This design comes from an exercise in tuning for small area and a short achievable clock period on the open sky130 flow, not from production work. RTL that was checked went through simulation tests only; none was proved equivalent to the original. The RTL of runs 1 to 3 was laid out without a check of its function. Power is estimated from default activity; no workload was simulated.

File: flow/run.sh
#!/bin/bash
# synth_recipe.tcl (not shown) runs the flow's synth.tcl, then flattens the netlist and writes it again
# the make line also repeats each setting of config.mk as NAME=value (left out here)
make -C /OpenROAD-flow-scripts/flow DESIGN_CONFIG=/design/flow/config.mk WORK_HOME=/design/flow/orfs CLKGATE_MAP_FILE= SYNTH_SCRIPT=/design/flow/synth_recipe.tcl finish
File: flow/config.mk
export PLATFORM = sky130hd
export DESIGN_NAME = syc_FIFO
export DESIGN_NICKNAME = syc_FIFO
export VERILOG_FILES = /design/flow/design.v
export SDC_FILE = /design/flow/constraint.sdc
export NUM_CORES = 4
export LEC_CHECK = 0
export CAP_MARGIN = 20
export CORE_MARGIN = 2
export CORE_UTILIZATION = 40
export CTS_CLUSTER_DIAMETER = 100
export CTS_CLUSTER_SIZE = 30
export SETUP_SLACK_MARGIN = 1.2
export SLEW_MARGIN = 20
File: flow/constraint.sdc
create_clock -name core_clock -period 3.0 [get_ports {clk}]
set_input_delay 0.6000 -clock core_clock [delete_from_list [all_inputs] [get_ports {clk}]]
set_output_delay 0.6000 -clock core_clock [all_outputs]
set_load 0.01 [all_outputs]
File: flow/design.v
module syc_FIFO #(
    parameter DATA_WIDTH = 32,
    parameter DEPTH      = 16
)(
    input                       wr_en,
    input                       rd_en,
    input      [DATA_WIDTH-1:0] wr_data,
    input                       clk,
    input                       rstb,
    output reg [DATA_WIDTH-1:0] rd_data,
    output reg                  full,
    output wire                 empty
);
    reg [DATA_WIDTH-1:0] memory [DEPTH-1:0];
    reg [DEPTH-1:0]      wr_sel, rd_sel;
    reg                  not_empty;
    assign empty = ~not_empty;
    wire wr = wr_en & ~full;
    wire rd = rd_en & not_empty;
    wire [DEPTH-1:0] wr_sel_next = {wr_sel[DEPTH-2:0], wr_sel[DEPTH-1]};
    wire [DEPTH-1:0] rd_sel_next = {rd_sel[DEPTH-2:0], rd_sel[DEPTH-1]};
    wire one_word = |(wr_sel & rd_sel_next);
    wire one_free = |(rd_sel & wr_sel_next);
    integer i;
    always @(posedge clk)
        for (i = 0; i < DEPTH; i = i + 1)
            if (wr & wr_sel[i]) memory[i] <= wr_data;
    reg [DATA_WIDTH-1:0] rd_word;
    always @* begin
        rd_word = {DATA_WIDTH{1'b0}};
        for (i = 0; i < DEPTH; i = i + 1)
            rd_word = rd_word | (memory[i] & {DATA_WIDTH{rd_sel[i]}});
    end
    always @(posedge clk or negedge rstb) begin
        if (!rstb) begin
            wr_sel    <= 1;
            rd_sel    <= 1;
            rd_data   <= 0;
            full      <= 1'b0;
            not_empty <= 1'b0;
        end else begin
            if (wr) wr_sel <= wr_sel_next;
            if (rd) begin
                rd_sel  <= rd_sel_next;
                rd_data <= rd_word;
            end
            if (wr & ~rd) begin
                not_empty <= 1'b1;
                full      <= one_free;
            end else if (rd & ~wr) begin
                full      <= 1'b0;
                not_empty <= ~one_word;
            end
        end
    end
endmodule
==> flow_summary.yaml, run 1 <==
worst_setup_path:
  arrival_ps: 2160
  cp-start-kind: "primary input"
  required_ps: 3230
  critPathKind: "primary input to register"
  critPathMaxFanout: 19
  reg2reg_depth: 7
  crit_path_end_kind: "register"
layout:
  fin_util: 0.471
  antenna_cells: 0
  drive_gt1_frac: 0.227
  nets: 1242
  area_delta_synth_final_pct: 16.1
synthesis:
  yosysWarnings: 2
  netlist_instances: 1080
  ys_ff_latch: 578
  synth_top_cells_by_area: "edfxtp_1, dfrtp_1, a22o_1"
  synth.most_common_cell: "edfxtp_1"
  syn_area_um2: 20900
  avgSynthCellArea_um2: 19.4
  ys_seq_area_frac: 0.814
  yosysTopAreaCell: "edfxtp_1"
  synthFlopType: "edfxtp_1"
  synth_top_area_share: 0.735
  synth_edf_count: 512
  syn-num-nets: 1117
  yosysUniqueCellTypes: 26
  synth_common_cells: "edfxtp_1, a22o_1, a221oi_1"
  synth_async_sr_flop_share: 0.114
route:
  ant_nets: 0
  drtIter0Drc: 1588
  firstDrtPassIters: 5
  wirelength_um: 60900
  drc_errors: 0
  num_vias: 11700
  drt-wirelength-per-cell_um: 32.0
  viasPerCell: 6.15
clocking:
  htreeDepth: 1
  clock_sinks: 578
  cts_tree: "yes"
  clockBufferDepth: 3
  clkLatencyLatePin_ps: 600
  cts-root-buf: "clkbuf_16"
  clk_pin_slew_ps: 110
  cts-buffers-inserted: 23
  cts_hold_buf: 0
pwr:
  power.switching_mw: 2.63
  p_comb_frac: 0.025
  p_clk_frac: 0.303
  p_int_mw: 10.4
  sequentialPowerShare: 0.672
  powerDensity_nw_per_um2: 536
  netSwitchingFraction: 0.202
  vdd_drop_max_v: 0.000406
  leakage_nw: 7.88
placement:
  finalWeightedCongestion: 0.759
  post-dp-hpwl_um: 27000
  io_buffers: 69
timing:
  fmax_mhz: 517
  rsz0062_at_grt: "true"
  hold_viol_final: 0
  slew-limit-headroom: 0.487
  tns_ps: 0
  post-route-min-period_ps: 1930
  setup_viol: 0
  worst_pin_slew_ps: 770
  maxSlewViolCount: 0
  finalCritPeriodShare: 0.644
  finalClockSkew_ps: 34.7
worst_hold_path:
  hold_path_class: "primary input to asynchronous set/reset pin"
grt:
  antenna_found_initial: 3
  overflow: 0
  grt_max_degree: 81
  grt_first_pass_wirelength_um: 81000
  first_global_vias: 11100
  grt_usage: 0.210
floorplanning:
  die_area_um2: 54100
  start_util: 0.406
  die_x_um: 233
  pin_count: 70
  core_um2: 51500
  die_h_um: 233
  std_cell_rows: 83
run_status:
  status: "complete, no violations"
run:
  drv_cap: 0
[through the flow]
step                      cells  hold WS, ps  cell area, um2  power (mW)  setup slack (ps)
after floorplan            1080          304           21000        9.03              1220
after CTS                  1864         84.4           23600        13.0              1090
after global placement     1772          461           22300        9.25               490
after global routing       1902          111           24300        13.3              1070
after detailed placement   1772          470           22300        9.26               481
final                      1902         63.2           24300        13.0              1070
[timing repair]
action                     4_1_cts  5_1_grt
gates cloned                     2        4
setup endpoints to repair      426      398
resized for setup              159       46
setup buffers                   48       34
pin swaps                        3       19
[registers in the layout, summed over array words and instances, names as in the netlist]
signal / flops
rd_sel: 16
not_empty: 1
memory: 512
wr_sel: 16
rd_data: 32
full: 1
[power by group through the flow]
stage	Combinational, mW	Clock [mW]	Sequential [mW]
finish	0.325	3.94	8.75
global route	0.358	4.22	8.76
CTS	0.325	3.97	8.75
detailed placement	0.317	0	8.94
global placement	0.310	0	8.94
floorplan	0.0991	0	8.93
[per-layer routing]
layer,up-vias,track usage,routed length (um)
li1,4800,-,-
met2,628,0.330,28100
met4,2,0.0442,1340
met1,6193,0.311,25600
met3,83,0.0333,5740
met5,-,0,13
[cells in the final DEF (no fill, tap or decap), types with 2 or more instances in the layout]
cell	count
o21ai_1	2
a22oi_1	6
clkbuf_1	15
buf_6	6
a221oi_2	34
dfrtp_1	49
and4_1	29
clkdlybuf4s50_1	34
nand2_1	32
buf_12	36
edfxtp_1	512
nand4_1	2
clkbuf_16	25
buf_8	3
a22o_1	133
buf_2	33
a221oi_1	96
dfrtp_4	15
o21ai_0	30
buf_4	56
and4_4	2
and2_4	20
mux2_2	32
a221oi_4	2
[final cells by class]
class,count,area [um2]
Fill cell,4388,27200
Sequential cell,578,17100
Multi-Input combinational cell,430,3830
Timing Repair Buffer,171,1820
Tap cell,680,851
Clock buffer,39,657
Clock inverter,3,32.5
Inverter,1,3.75
[logic make-up (layout without fill, tap and decap cells)]
| group | Yosys count | count (layout) | share of synthesized area |
|---|---|---|---|
| DFF | 578 | 578 | 0.814 |
| AOI/OAI and AO/OA | 306 | 306 | 0.122 |
| and+or+nand+nor | 86 | 91 | 0.0256 |
| buffers and inverters | 77 | 214 | 0.0197 |
| muxes | 32 | 32 | 0.0172 |
| adders and majority gates | 1 | 1 | 0.000598 |
[final timing paths]
check	end	slack (ps)	startpoint
max in group asynchronous	wr_sel[0]	2240	rstb
max	memory[7][19]	1070	wr_en
min reg2reg	rd_data[21]	490	rd_data[21]
max reg2reg	rd_data[21]	1090	rd_sel[4]
min	wr_sel[13]	60	rstb
min in group core_clock	rd_data[21]	490	rd_data[21]
[worst max-delay path, stage by stage]
cell	delay [ps]
clkdlybuf4s50_1	460
nor2b_4	220
buf_12	200
and2_2	640
==> inputs of run 2 (changes only) <==
==> flow/flow/run.sh (new file) <==
#!/bin/bash
# Standard ORFS layout (the standard.sh, synthesis unchanged) with port
# buffers of a plain buffer cell instead of the cell buffer_ports picks.
set -uo pipefail
bash standard.sh \
  BUFFER_PORTS_ARGS="-buffer_cell sky130_fd_sc_hd__buf_4" \
  finish > flow_make.log 2>&1
st=$?
exit $st
==> flow/standard.sh (new file) <==
#!/bin/bash
# synth_recipe.tcl (not shown) runs the flow's synth.tcl, then flattens the netlist and writes it again
# the make line also repeats each setting of config.mk as NAME=value (left out here)
make -C /OpenROAD-flow-scripts/flow DESIGN_CONFIG=/design/flow/config.mk WORK_HOME=/design/flow/orfs CLKGATE_MAP_FILE= SYNTH_SCRIPT=/design/flow/synth_recipe.tcl "${@:-finish}"
removed: flow/run.sh
==> run 2 against run 1 <==
Still clean. Sequential cell count is the same. Cell count shrank 0.11%. Register-to-register slack gained 90 ps. Die area is the same. Critical endpoint is now full. Highest routed layer unchanged.
==> flow_summary.yaml, run 2 <==
run_status:
  status: "complete, no violations"
pwr:
  netSwitchingFraction: 0.204
  sequentialPowerShare: 0.674
  leakage_nw: 7.84
  p_clk_frac: 0.302
  p_comb_frac: 0.024
  p_int_mw: 10.3
  vdd_drop_max_v: 0.000427
  powerDensity_nw_per_um2: 537
  power.switching_mw: 2.65
placement:
  place_inst: 1770
  post-dp-hpwl_um: 26300
  finalWeightedCongestion: 0.751
  preCtsSetupSlack_ps: 753
  io_buffers: 69
clocking:
  clockBufferDepth: 3
  clk_pin_slew_ps: 120
  clkLatencyLatePin_ps: 610
  cts_hold_buf: 0
  cts-buffers-inserted: 23
  clock_sinks: 578
  cts-root-buf: "clkbuf_16"
  cts_tree: "yes"
  htreeDepth: 1
synthesis:
  avgSynthCellArea_um2: 19.4
  synth.most_common_cell: "edfxtp_1"
  synth_common_cells: "edfxtp_1, a22o_1, a221oi_1"
  yosys.area_share.simple: 0.0256
  synth_edf_count: 512
  synthMuxAreaShare: 0.0172
  synth_top_area_share: 0.735
  synth_top_cells_by_area: "edfxtp_1, dfrtp_1, a22o_1"
  synth_top_family_by_area: "compound AO/OA/AOI/OAI gates"
  netlist_instances: 1080
  yosysUniqueCellTypes: 26
  synth_compound_area_frac: 0.122
  yosysWarnings: 2
  synth-xor-area-share: 0
  synthFlopType: "edfxtp_1"
  syn-num-nets: 1117
  synthAdderAreaFrac: 0.000598
  synth_async_sr_flop_share: 0.114
  ys_ff_latch: 578
  yosysTopAreaCell: "edfxtp_1"
  syn_area_um2: 20900
  ys_seq_area_frac: 0.814
timing:
  finalClockSkew_ps: 30.3
  slew-limit-headroom: 0.516
  finalCritPeriodShare: 0.607
  hold_viol_final: 0
  hold_ws_ps: 19.3
  setup_viol: 0
  tns_ps: 0
  fmax_mhz: 549
  setup_ws_ps: 1180
  worst_pin_slew_ps: 725
  rsz0062_at_grt: "true"
  post-route-min-period_ps: 1820
  maxSlewViolCount: 0
route:
  wirelength_um: 58700
  num_vias: 11600
  drc_errors: 0
  drtIter0Drc: 1613
  viasPerCell: 6.10
  firstDrtPassIters: 6
  drt-wirelength-per-cell_um: 30.9
  ant_nets: 0
layout:
  largestRegisters: "memory x512, rd_data x32"
  largest_reg_flops: 512
  fin_util: 0.470
  drive_gt1_frac: 0.236
  antenna_cells: 0
  nets: 1240
  most-common-layout-cells: "edfxtp_1, a22o_1, a221oi_1, buf_4, dfrtp_1"
  nFillCells: 4335
  area_delta_synth_final_pct: 15.7
  mostFrequentLayoutCell: "edfxtp_1"
  multi_input_area_um2: 3730
  stdcell_count: 1900
  regArea_um2: 17100
  top_register: "memory"
grt:
  grt_first_pass_wirelength_um: 77300
  grt_max_degree: 46
  antenna_found_initial: 1
  overflow: 0
  grt_usage: 0.196
  first_global_vias: 11100
run:
  drv_cap: 0
floorplanning:
  die_h_um: 233
  core_um2: 51500
  start_util: 0.406
  pin_count: 70
  std_cell_rows: 83
  die_area_um2: 54100
  die_x_um: 233
worst_setup_path:
  required_ps: 3500
  critPathKind: "register to register"
  cp-start-kind: "register"
  crit_path_end_kind: "register"
  arrival_ps: 2320
  critPathMaxFanout: 16
worst_hold_path:
  hold_path_class: "primary input to asynchronous set/reset pin"
==> run 2: cell counts after synthesis <==
No cell type changed its count.
==> run 2: timing repair <==
action / 4_1_cts / 5_1_grt
setup buffers: 34 / 43
pin swaps: 15 / 17
gates cloned: 0 / 11
gates resized for setup: 19 / 31
endpoints found under the setup margin: 480 / 412
hold endpoints to repair: 0 / 0
==> run 2: worst paths after layout <==
| check | slack [ps] | from | cells after the start | to |
|---|---|---|---|---|
| min in group core_clock | 290 | wr_data[20] | 1 | memory[4][20] |
| setup reg to reg | 1180 | rd_sel[4] | 5 | full |
| hold / removal | 20 | rstb | 1 | rd_sel[2] |
| setup / recovery | 1180 | rd_sel[4] | 5 | full |
| max in group asynchronous | 2310 | rstb | 2 | wr_sel[0] |
| hold reg to reg | 490 | rd_data[22] | 2 | rd_data[22] |
==> run 2: power groups by stage <==
stage / Clock [mW] / Sequential (mW) / Combinational [mW]
6_report: 3.92 / 8.75 / 0.309
5_1_grt: 4.21 / 8.75 / 0.341
4_1_cts: 3.92 / 8.75 / 0.307
3_5_place_dp: 0 / 8.93 / 0.296
3_3_place_gp: 0 / 8.93 / 0.286
2_1_floorplan: 0 / 8.93 / 0.0991
==> run 2: per-stage QoR <==
stage                     instance area [um2]  total power, mW
final                                   24200             13.0
after global routing                    24200             13.3
after CTS                               23400             13.0
after detailed placement                22200             9.23
after global placement                  22200             9.22
after floorplan                         21000             9.03
==> run 2: area by class of cell <==
cell class	instances	area share
tap	680	0.0352
inverter	1	0.000155
sequential	578	0.706
timing repair buffer	163	0.0767
clock inverter	3	0.00140
multi-input combinational	436	0.154
clock buffer	39	0.0263
==> run 2: cells by family after synthesis <==
group           after synthesis
flops                       578
compound gates              306
simple gates                 86
buf+inv                      77
mux                          32
fa+ha+maj                     1
==> run 2: routing by layer <==
| layer | routed length [um] | vias to the layer above | GRT usage | part of all wire |
|---|---|---|---|---|
| met2 | 27400 | 610 | 0.321 | 0.47 |
| met3 | 5670 | 81 | 0.0316 | 0.096 |
| met5 | 13 | - | 0 | 0.00022 |
| met1 | 24800 | 6093 | 0.280 | 0.42 |
| met4 | 888 | 2 | 0.0382 | 0.015 |
| li1 | - | 4805 | - | - |
==> run 2: critical path: stages, from the launching register on <==
cell,delay [ps]
dfrtp_4,610
buf_16,210
a22o_1,210
a221oi_1,290
nand4_1,190
a22o_1,210
==> inputs of run 3 (changes only) <==
--- a/flow/design.v
+++ b/flow/design.v
@@ -13,4 +13,6 @@
 );
+    localparam ADDR_WIDTH = $clog2(DEPTH);
     reg [DATA_WIDTH-1:0] memory [DEPTH-1:0];
     reg [DEPTH-1:0]      wr_sel, rd_sel;
+    reg [ADDR_WIDTH-1:0] fill;
     reg                  not_empty;
@@ -19,6 +21,4 @@
     wire rd = rd_en & not_empty;
-    wire [DEPTH-1:0] wr_sel_next = {wr_sel[DEPTH-2:0], wr_sel[DEPTH-1]};
-    wire [DEPTH-1:0] rd_sel_next = {rd_sel[DEPTH-2:0], rd_sel[DEPTH-1]};
-    wire one_word = |(wr_sel & rd_sel_next);
-    wire one_free = |(rd_sel & wr_sel_next);
+    wire one_word = (fill == 1);
+    wire one_free = (fill == DEPTH - 1);
     integer i;
@@ -27,7 +27,7 @@
             if (wr & wr_sel[i]) memory[i] <= wr_data;
-    reg [DATA_WIDTH-1:0] rd_word;
+    reg [DATA_WIDTH-1:0] rd_next;
     always @* begin
-        rd_word = {DATA_WIDTH{1'b0}};
+        rd_next = rd_data & {DATA_WIDTH{~rd}};
         for (i = 0; i < DEPTH; i = i + 1)
-            rd_word = rd_word | (memory[i] & {DATA_WIDTH{rd_sel[i]}});
+            rd_next = rd_next | (memory[i] & {DATA_WIDTH{rd & rd_sel[i]}});
     end
@@ -37,2 +37,3 @@
             rd_sel    <= 1;
+            fill      <= 0;
             rd_data   <= 0;
@@ -41,8 +42,7 @@
         end else begin
-            if (wr) wr_sel <= wr_sel_next;
-            if (rd) begin
-                rd_sel  <= rd_sel_next;
-                rd_data <= rd_word;
-            end
+            rd_data <= rd_next;
+            if (wr) wr_sel <= {wr_sel[DEPTH-2:0], wr_sel[DEPTH-1]};
+            if (rd) rd_sel <= {rd_sel[DEPTH-2:0], rd_sel[DEPTH-1]};
             if (wr & ~rd) begin
+                fill      <= fill + 1'b1;
                 not_empty <= 1'b1;
@@ -50,2 +50,3 @@
             end else if (rd & ~wr) begin
+                fill      <= fill - 1'b1;
                 full      <= 1'b0;
==> run 3 against run 2 <==
Largest cell class unchanged. Clock-buffer cell count increased by 1. Die area decreased by 0.36%. Area after synthesis decreased by 0.37%. Register-to-register slack improved by 60 ps. Core utilization decreased by 1.8 points. Highest routed layer is now met4. Global-route usage decreased by 0.57 points. Combinational power increased to 3.2 times the previous value. Clock skew decreased by 11 ps.
==> flow_summary.yaml, run 3 <==
grt:
  grt.busiest_layer: "met2"
  grtUsageMet1: 0.265
  grtUsageMet3: 0.0206
  overflow: 0
  grtUsageMet2: 0.319
  antenna_found_initial: 0
  first_global_vias: 10900
  grt_first_pass_wirelength_um: 75000
  grt_max_degree: 76
  grt_usage: 0.191
layout:
  top_register: "memory"
  area_delta_synth_final_pct: 11.5
  nets: 1243
  largest_reg_flops: 512
  largestRegisters: "memory x512, rd_data x32"
  finalInstanceArea_um2: 23200
  drive_gt1_frac: 0.168
  antenna_cells: 0
  mostFrequentLayoutCell: "edfxtp_1"
  most-common-layout-cells: "edfxtp_1, a22oi_1, buf_4, dfrtp_1, nand2_1"
synthesis:
  syn_area_um2: 20800
  ys_seq_area_frac: 0.822
  avgSynthCellArea_um2: 18.4
  synth_async_sr_flop_share: 0.120
  synth-xor-area-share: 0.00168
  yosysUniqueCellTypes: 37
  yosysTopAreaCell: "edfxtp_1"
  synth.most_common_cell: "edfxtp_1"
  synth_compound_area_frac: 0.105
  synth_top_area_share: 0.738
  yosys.area_share.simple: 0.0404
  synthAdderAreaFrac: 0.00240
  netlist_instances: 1135
  synthMuxAreaShare: 0.00913
  synth_top_cells_by_area: "edfxtp_1, dfrtp_1, a22oi_1"
  synth_top_family_by_area: "compound AO/OA/AOI/OAI gates"
  ys_ff_latch: 582
  syn-num-nets: 1175
  synthFlopType: "edfxtp_1"
  synth_common_cells: "edfxtp_1, a22oi_1, dfrtp_1"
  synth_edf_count: 512
  yosysWarnings: 2
timing:
  worst_pin_slew_ps: 614
  maxSlewViolCount: 0
  setup_ws_ps: 1190
  setup_viol: 0
  finalCritPeriodShare: 0.602
  hold_viol_final: 0
  rsz0062_at_grt: "true"
  fmax_mhz: 553
  finalClockSkew_ps: 19.4
  tns_ps: 0
  slew-limit-headroom: 0.590
  post-route-min-period_ps: 1810
clocking:
  cts-root-buf: "clkbuf_16"
  htreeDepth: 1
  clk_pin_slew_ps: 110
  clock_sinks: 582
  clkLatencyLatePin_ps: 580
  cts_tree: "yes"
  clockBufferDepth: 3
  cts-buffers-inserted: 23
route:
  ant_nets: 0
  drc_errors: 0
  num_vias: 11200
  drtIter0Drc: 1225
  firstDrtPassIters: 7
  viasPerCell: 5.87
  wirelength_um: 51700
  drt-wirelength-per-cell_um: 27.2
worst_setup_path:
  critPathMaxFanout: 4
  cp-start-kind: "register"
  cp_cell_sequence: "buf_4"
  required_ps: 2400
  reg2reg_depth: 7
  crit_family: "flip-flops"
  reg2reg_to: "fill[3]"
  critPathSlowestCell: "dfrtp_2"
  reg2reg_slack_ps: 1240
  crit_path_end_kind: "output pin"
  cp.buffers_inverters: 1
  max_stage_delay_ps: 480
  critPathKind: "register to output pin"
  arrival_ps: 1210
  reg2reg_from: "not_empty"
pwr:
  sequentialPowerShare: 0.653
  leakage_nw: 7.50
  vdd_drop_max_v: 0.000346
  powerDensity_nw_per_um2: 600
  p_clk_frac: 0.277
  p_int_mw: 10.9
  totalPowerFinal_mw: 13.9
  netSwitchingFraction: 0.217
  power.switching_mw: 3.03
  p_comb_frac: 0.070
placement:
  dpl_cell_area_um2: 22300
  post-dp-hpwl_um: 26800
  io_buffers: 69
  finalWeightedCongestion: 0.736
  preCtsSetupSlack_ps: 463
floorplanning:
  core_um2: 51400
  die_x_um: 232
  start_util: 0.405
  std_cell_rows: 83
  die_area_um2: 53900
  die_h_um: 232
  pin_count: 70
run:
  drv_cap: 0
run_status:
  status: "complete, no violations"
worst_hold_path:
  hold_path_class: "primary input to asynchronous set/reset pin"
-- run 3: changes by cell type in the layout (fill, tap and decap cells not counted), sizes merged, moves of 16 or more --
cell	change
mux2	-16
nand4	+26
and4	-32
nand3	+33
nand2	+18
buf	-45
a221oi	-106
a22oi	+146
a222oi	+27
o21ai	-24
a22o	-107
o22ai	+16
-- run 3: power by group through the flow --
stage / registers (mW) / clock network [mW] / logic (mW)
detailed placement: 9.29 / 0 / 0.919
floorplan: 9.30 / 0 / 0.379
finish: 9.10 / 3.86 / 0.978
global route: 9.12 / 4.19 / 1.07
global placement: 9.29 / 0 / 0.898
CTS: 9.11 / 3.94 / 0.982
-- run 3: repair_timing --
action                                  4_1_cts  5_1_grt
buffers inserted                              6        5
resized for setup                            23        6
hold buffers                                  0        0
gates cloned                                  7        0
pin swaps                                     7        3
endpoints found under the setup margin      558       28
-- run 3: per-layer routing --
metal  share of wire  routed length [um]
met5               0                   0
met1            0.41               21400
met4           0.027                1420
met2            0.49               25400
met3           0.069                3540
-- run 3: worst max path at each step --
| stage | start | to | cells after the start |
|---|---|---|---|
| 2_1_floorplan | wr_en | fill[3] | 8 |
| 3_5_place_dp | wr_en | memory[15][17] | 3 |
| 5_1_grt | full | full | 1 |
| 6_report | full | full | 1 |
| 4_1_cts | full | full | 1 |
| 3_3_place_gp | wr_en | memory[15][23] | 3 |
-- run 3: cells by family (layout without fill, tap and decap cells) --
group | count (synthesis) | in the layout
DFF | 582 | 582
AOI/OAI and AO/OA | 281 | 281
and+or+nand+nor | 162 | 169
buffers and inverters | 85 | 163
muxes | 17 | 17
adders and majority gates | 4 | 4
xor gates and xnor gates | 4 | 4
-- run 3: final cells by class --
class / count / area [um2]
Fill cell: 4373 / 28200
Tap cell: 680 / 851
Clock buffer: 40 / 649
Sequential cell: 582 / 17200
Multi-Input combinational cell: 475 / 3430
Timing Repair Buffer: 117 / 1090
Clock inverter: 2 / 25.0
Inverter: 4 / 17.5
-- run 3: per-stage QoR --
step,hold WS (ps),instances,util
2_1_floorplan,304,1135,-
3_3_place_gp,452,1840,0.434
3_5_place_dp,459,1840,0.434
4_1_cts,54.2,1895,0.451
5_1_grt,49.9,1900,0.452
6_report,34.4,1900,0.452
-- run 3: worst reg2reg max path, cell delays in order, from the launching register on --
cell and delay, ps:
dfrtp_2 410, buf_12 120, and2_4 170, inv_4 60
ha_4 180, or4_4 470, a21oi_2 140, xor2_1 140
==> inputs of run 4 (changes only) <==
==> flow/design.v (replaced) <==
module syc_FIFO #(
    parameter DATA_WIDTH = 32,
    parameter DEPTH      = 16
)(
    input                       wr_en,
    input                       rd_en,
    input      [DATA_WIDTH-1:0] wr_data,
    input                       clk,
    input                       rstb,
    output reg [DATA_WIDTH-1:0] rd_data,
    output reg                  full,
    output wire                 empty
);
    localparam J = DEPTH / 2;
    reg [DATA_WIDTH-1:0] memory [DEPTH-1:0];
    reg [DEPTH-1:0]      wr_sel, rd_sel;
    reg [DEPTH-1:0]      rd_sel_hi;          
    reg [J-1:0]          fill;
    reg                  not_empty;
    assign empty = ~not_empty;
    wire wr = wr_en & ~full;
    wire rd = rd_en & not_empty;
    wire one_word = fill[0] & ~fill[1];           
    wire one_free = fill[J-1] & ~fill[J-2];       
    wire up   = wr & ~rd;                         
    wire down = rd & ~wr;                         
    wire wr_load = full & rd_en;
    wire wr_step = wr & ~(up & one_free);
    wire wr_hold = ~wr_load & ~wr;
    wire rd_load = ~not_empty & wr_en;
    wire rd_step = rd & ~(down & one_word);
    wire rd_hold = ~rd_load & ~rd;
    wire [DEPTH-1:0] wr_sel_next = ({DEPTH{wr_load}} & rd_sel)
                                 | ({DEPTH{wr_step}} & {wr_sel[DEPTH-2:0], wr_sel[DEPTH-1]})
                                 | ({DEPTH{wr_hold}} & wr_sel);
    wire [DEPTH-1:0] rd_sel_next = ({DEPTH{rd_load}} & wr_sel)
                                 | ({DEPTH{rd_step}} & {rd_sel[DEPTH-2:0], rd_sel[DEPTH-1]})
                                 | ({DEPTH{rd_hold}} & rd_sel);
    wire [DEPTH-1:0] rd_sel_hi_next = ({DEPTH{rd_load}} & wr_sel)
                                    | ({DEPTH{rd_step}} & {rd_sel_hi[DEPTH-2:0], rd_sel_hi[DEPTH-1]})
                                    | ({DEPTH{rd_hold}} & rd_sel_hi);
    integer i;
    always @(posedge clk)
        for (i = 0; i < DEPTH; i = i + 1)
            if (wr_en & wr_sel[i]) memory[i] <= wr_data;
    localparam LO = DATA_WIDTH / 2;
    reg [DATA_WIDTH-1:0] rd_word;
    always @* begin
        rd_word = {DATA_WIDTH{1'b0}};
        for (i = 0; i < DEPTH; i = i + 1)
            rd_word = rd_word | (memory[i] & {{(DATA_WIDTH-LO){rd_sel_hi[i]}}, {LO{rd_sel[i]}}});
    end
    always @(posedge clk or negedge rstb) begin
        if (!rstb) begin
            wr_sel    <= 1;
            rd_sel    <= 0;
            rd_sel_hi <= 0;
            fill      <= 0;
            rd_data   <= 0;
            full      <= 1'b0;
            not_empty <= 1'b0;
        end else begin
            if (rd) rd_data <= rd_word;
            wr_sel <= wr_sel_next;
            rd_sel <= rd_sel_next;
            rd_sel_hi <= rd_sel_hi_next;
            if (up) begin
                fill      <= {fill[J-2:0], ~fill[J-1]};
                not_empty <= 1'b1;
                full      <= one_free;
            end else if (down) begin
                fill      <= {~fill[0], fill[J-1:1]};
                full      <= 1'b0;
                not_empty <= ~one_word;
            end
        end
    end
endmodule
--- a/flow/config.mk
+++ b/flow/config.mk
@@ -12,3 +12,3 @@
 export CTS_CLUSTER_SIZE = 30
-export SETUP_SLACK_MARGIN = 1.2
+export SETUP_SLACK_MARGIN = 1.3
 export SLEW_MARGIN = 20
==> run 4 against run 3 <==
Critical path depth unchanged. Sequential cell count is 20 higher. Sequential power grew 4.6%. Maximum frequency grew 0.72%. Wire length is 3.7% higher. Via count rose by 6.5%. Synthesized cell count grew 4.1%. Clock power is 5% higher. Setup slack improved by 13 ps. Largest cell class unchanged.
==> flow_summary.yaml, run 4 <==
run_status:
  status: "complete, no violations"
worst_setup_path:
  critPathMaxFanout: 2
  cp.buffers_inverters: 1
  required_ps: 2400
  max_stage_delay_ps: 470
  arrival_ps: 1190
  critPathSlowestCell: "dfrtp_2"
  cp_cell_sequence: "buf_6"
  crit_family: "flip-flops"
  cp-start-kind: "register"
  crit_path_end_kind: "output pin"
  critPathKind: "register to output pin"
placement:
  post-dp-hpwl_um: 29700
  place_inst: 1886
  io_buffers: 69
  finalWeightedCongestion: 0.761
timing:
  rsz0062_at_grt: "true"
  setup_viol: 0
  post-route-min-period_ps: 1790
  slew-limit-headroom: 0.433
  finalClockSkew_ps: 32.9
  fmax_mhz: 557
  finalCritPeriodShare: 0.598
  maxSlewViolCount: 0
  worst_pin_slew_ps: 851
  tns_ps: 0
  hold_viol_final: 0
clocking:
  clkLatencyLatePin_ps: 580
  clock_sinks: 602
  cts_tree: "yes"
  clockBufferDepth: 3
  cts_hold_buf: 0
  htreeDepth: 1
  cts-root-buf: "clkbuf_16"
  cts-buffers-inserted: 24
  clk_pin_slew_ps: 110
worst_hold_path:
  hold_path_class: "primary input to asynchronous set/reset pin"
pwr:
  powerDensity_nw_per_um2: 619
  leakage_nw: 8.06
  totalPowerFinal_mw: 15.3
  vdd_drop_max_v: 0.000431
grt:
  grtUsageMet1: 0.251
  grtUsageMet2: 0.305
  grt_max_degree: 60
  grtUsageMet3: 0.0242
  antenna_found_initial: 1
  grt_first_pass_wirelength_um: 76600
  overflow: 0
  grt.busiest_layer: "met2"
  grt_usage: 0.183
  first_global_vias: 11600
floorplanning:
  pin_count: 70
  start_util: 0.406
  die_h_um: 238
  std_cell_rows: 85
  core_um2: 53900
  die_x_um: 238
  die_area_um2: 56600
layout:
  nets: 1314
  nFillCells: 4581
  drive_gt1_frac: 0.194
  antenna_cells: 0
  stdcell_count: 1990
  top_register: "memory"
  mostFrequentLayoutCell: "edfxtp_1"
  most-common-layout-cells: "edfxtp_1, buf_4, a22o_1, a221oi_1, a22oi_1"
  largestRegisters: "memory x512, rd_data x32"
  largest_reg_flops: 512
  area_delta_synth_final_pct: 13.0
route:
  wirelength_um: 53600
  firstDrtPassIters: 7
  viasPerCell: 5.97
  drt-wirelength-per-cell_um: 26.9
  drtIter0Drc: 1171
  drc_errors: 0
  num_vias: 11900
  ant_nets: 0
run:
  drv_cap: 0
synthesis:
  synth_common_cells: "edfxtp_1, a221oi_1, a22o_1"
  yosysUniqueCellTypes: 31
  netlist_instances: 1181
  yosysWarnings: 2
  synth_top_area_share: 0.702
  syn-num-nets: 1219
  synth_edf_count: 512
  synth_async_sr_flop_share: 0.150
  ys_seq_area_frac: 0.805
  synth_top_cells_by_area: "edfxtp_1, dfrtp_1, a221oi_1"
  syn_area_um2: 21900
  synthFlopType: "edfxtp_1"
  ys_ff_latch: 602
  yosysTopAreaCell: "edfxtp_1"
  synth.most_common_cell: "edfxtp_1"
  avgSynthCellArea_um2: 18.5
[run 4: logic make-up (layout without fill, tap and decap cells)]
kind of cell	Yosys count	after routing	synth area share
buffers and inverters	108	219	0.0251
AOI/OAI and AO/OA	347	348	0.136
and+or+nand+nor	114	115	0.0285
muxes	8	8	0.00372
DFF	602	602	0.805
adders and majority gates	2	2	0.00114
[run 4: final cells by class]
class,count,area (um2),area share
Multi-Input combinational cell,473,3850,0.156
Timing Repair Buffer,153,1480,0.0596
Clock buffer,42,689,0.0279
Tap cell,696,871,0.0352
Clock inverter,2,35.0,0.00142
Timing Repair inverter,1,11.3,0.000455
Inverter,21,108,0.00435
Sequential cell,602,17700,0.715
[run 4: path summary, 6_finish.rpt]
check / startpoint / end / cells after the start / slack, ps
worst max-delay path: rd_data[13] / rd_data[13] / 1 / 1210
worst min-delay path: rstb / rd_data[23] / 1 / 40
worst max register to register: rd_sel[11] / rd_data[3] / 5 / 1300
worst min register to register: fill[3] / fill[3] / 2 / 520
max in group asynchronous: rstb / rd_sel_hi[10] / 2 / 2120
min in group core_clock: wr_data[29] / memory[5][29] / 1 / 300
[run 4: where the power goes]
group | switching, mW | leakage (nW) | total, mW | internal, mW
logic | 0.887 | 1.99 | 1.75 | 0.861
registers | 0.225 | 5.73 | 9.52 | 9.30
clock network | 2.43 | 0.343 | 4.04 | 1.61
total | 3.54 | 8.06 | 15.3 | 11.8
[run 4: timing repair]
action | 4_1_cts | 5_1_grt
gates cloned | 1 | 2
resized for setup | 68 | 28
pin swaps | 2 | 9
setup endpoints to repair | 102 | 87
buffers inserted | 16 | 41
[run 4: through the flow]
step | hold slack, ps | worst slack, ps | utilization | area (um2)
2_1_floorplan | 304 | 1160 | - | 22000
3_3_place_gp | 498 | 880 | 0.431 | 23200
3_5_place_dp | 503 | 811 | 0.431 | 23200
4_1_cts | 30.9 | 1110 | 0.450 | 24300
5_1_grt | 48.7 | 1160 | 0.459 | 24700
6_report | 38.9 | 1210 | 0.459 | 24700
[run 4: routing by layer]
layer | wire, um | vias to the layer above
li1 | - | 5108
met1 | 22900 | 6256
met2 | 26200 | 442
met3 | 3060 | 68
met4 | 1430 | 2
met5 | 19 | -

[re-timing with driven ports]
Ports are ideal in the flow. The routed layouts listed here were re-timed in OpenROAD.
Step 1, drivers: a clkbuf_16 drives clk and a buf_2 each remaining input, both assumed.
Step 2 times the ports against the registers' clock, not the clock port: input delays grow and output delays shrink by t, the midpoint of the rising clock arrivals with the driver on.
Slacks: ideal ports / drivers / drivers and shift; pairs: ideal ports / drivers.
run	t, ns	slack for setup (ns)	hold slack, ns	latest minus earliest clock arrival (ns)	pins driven straight from the clock port
run 1	0.639	1.067 / 1.090 / 0.456	0.063 / 0.035 / 0.485	0.035 / 0.035	1
run 2	0.647	1.178 / 1.143 / 0.951	0.019 / -0.009 / 0.491	0.032 / 0.032	1
run 3	0.625	1.193 / 1.140 / 0.988	0.034 / 0.007 / 0.476	0.025 / 0.025	1
run 4	0.625	1.206 / 1.149 / 0.955	0.039 / 0.010 / 0.524	0.037 / 0.037	1
After both steps setup and hold are still met in every run listed. The setup slack of run 1, which loses most, moves by +0.023 ns with the drivers and by -0.611 ns with both steps.
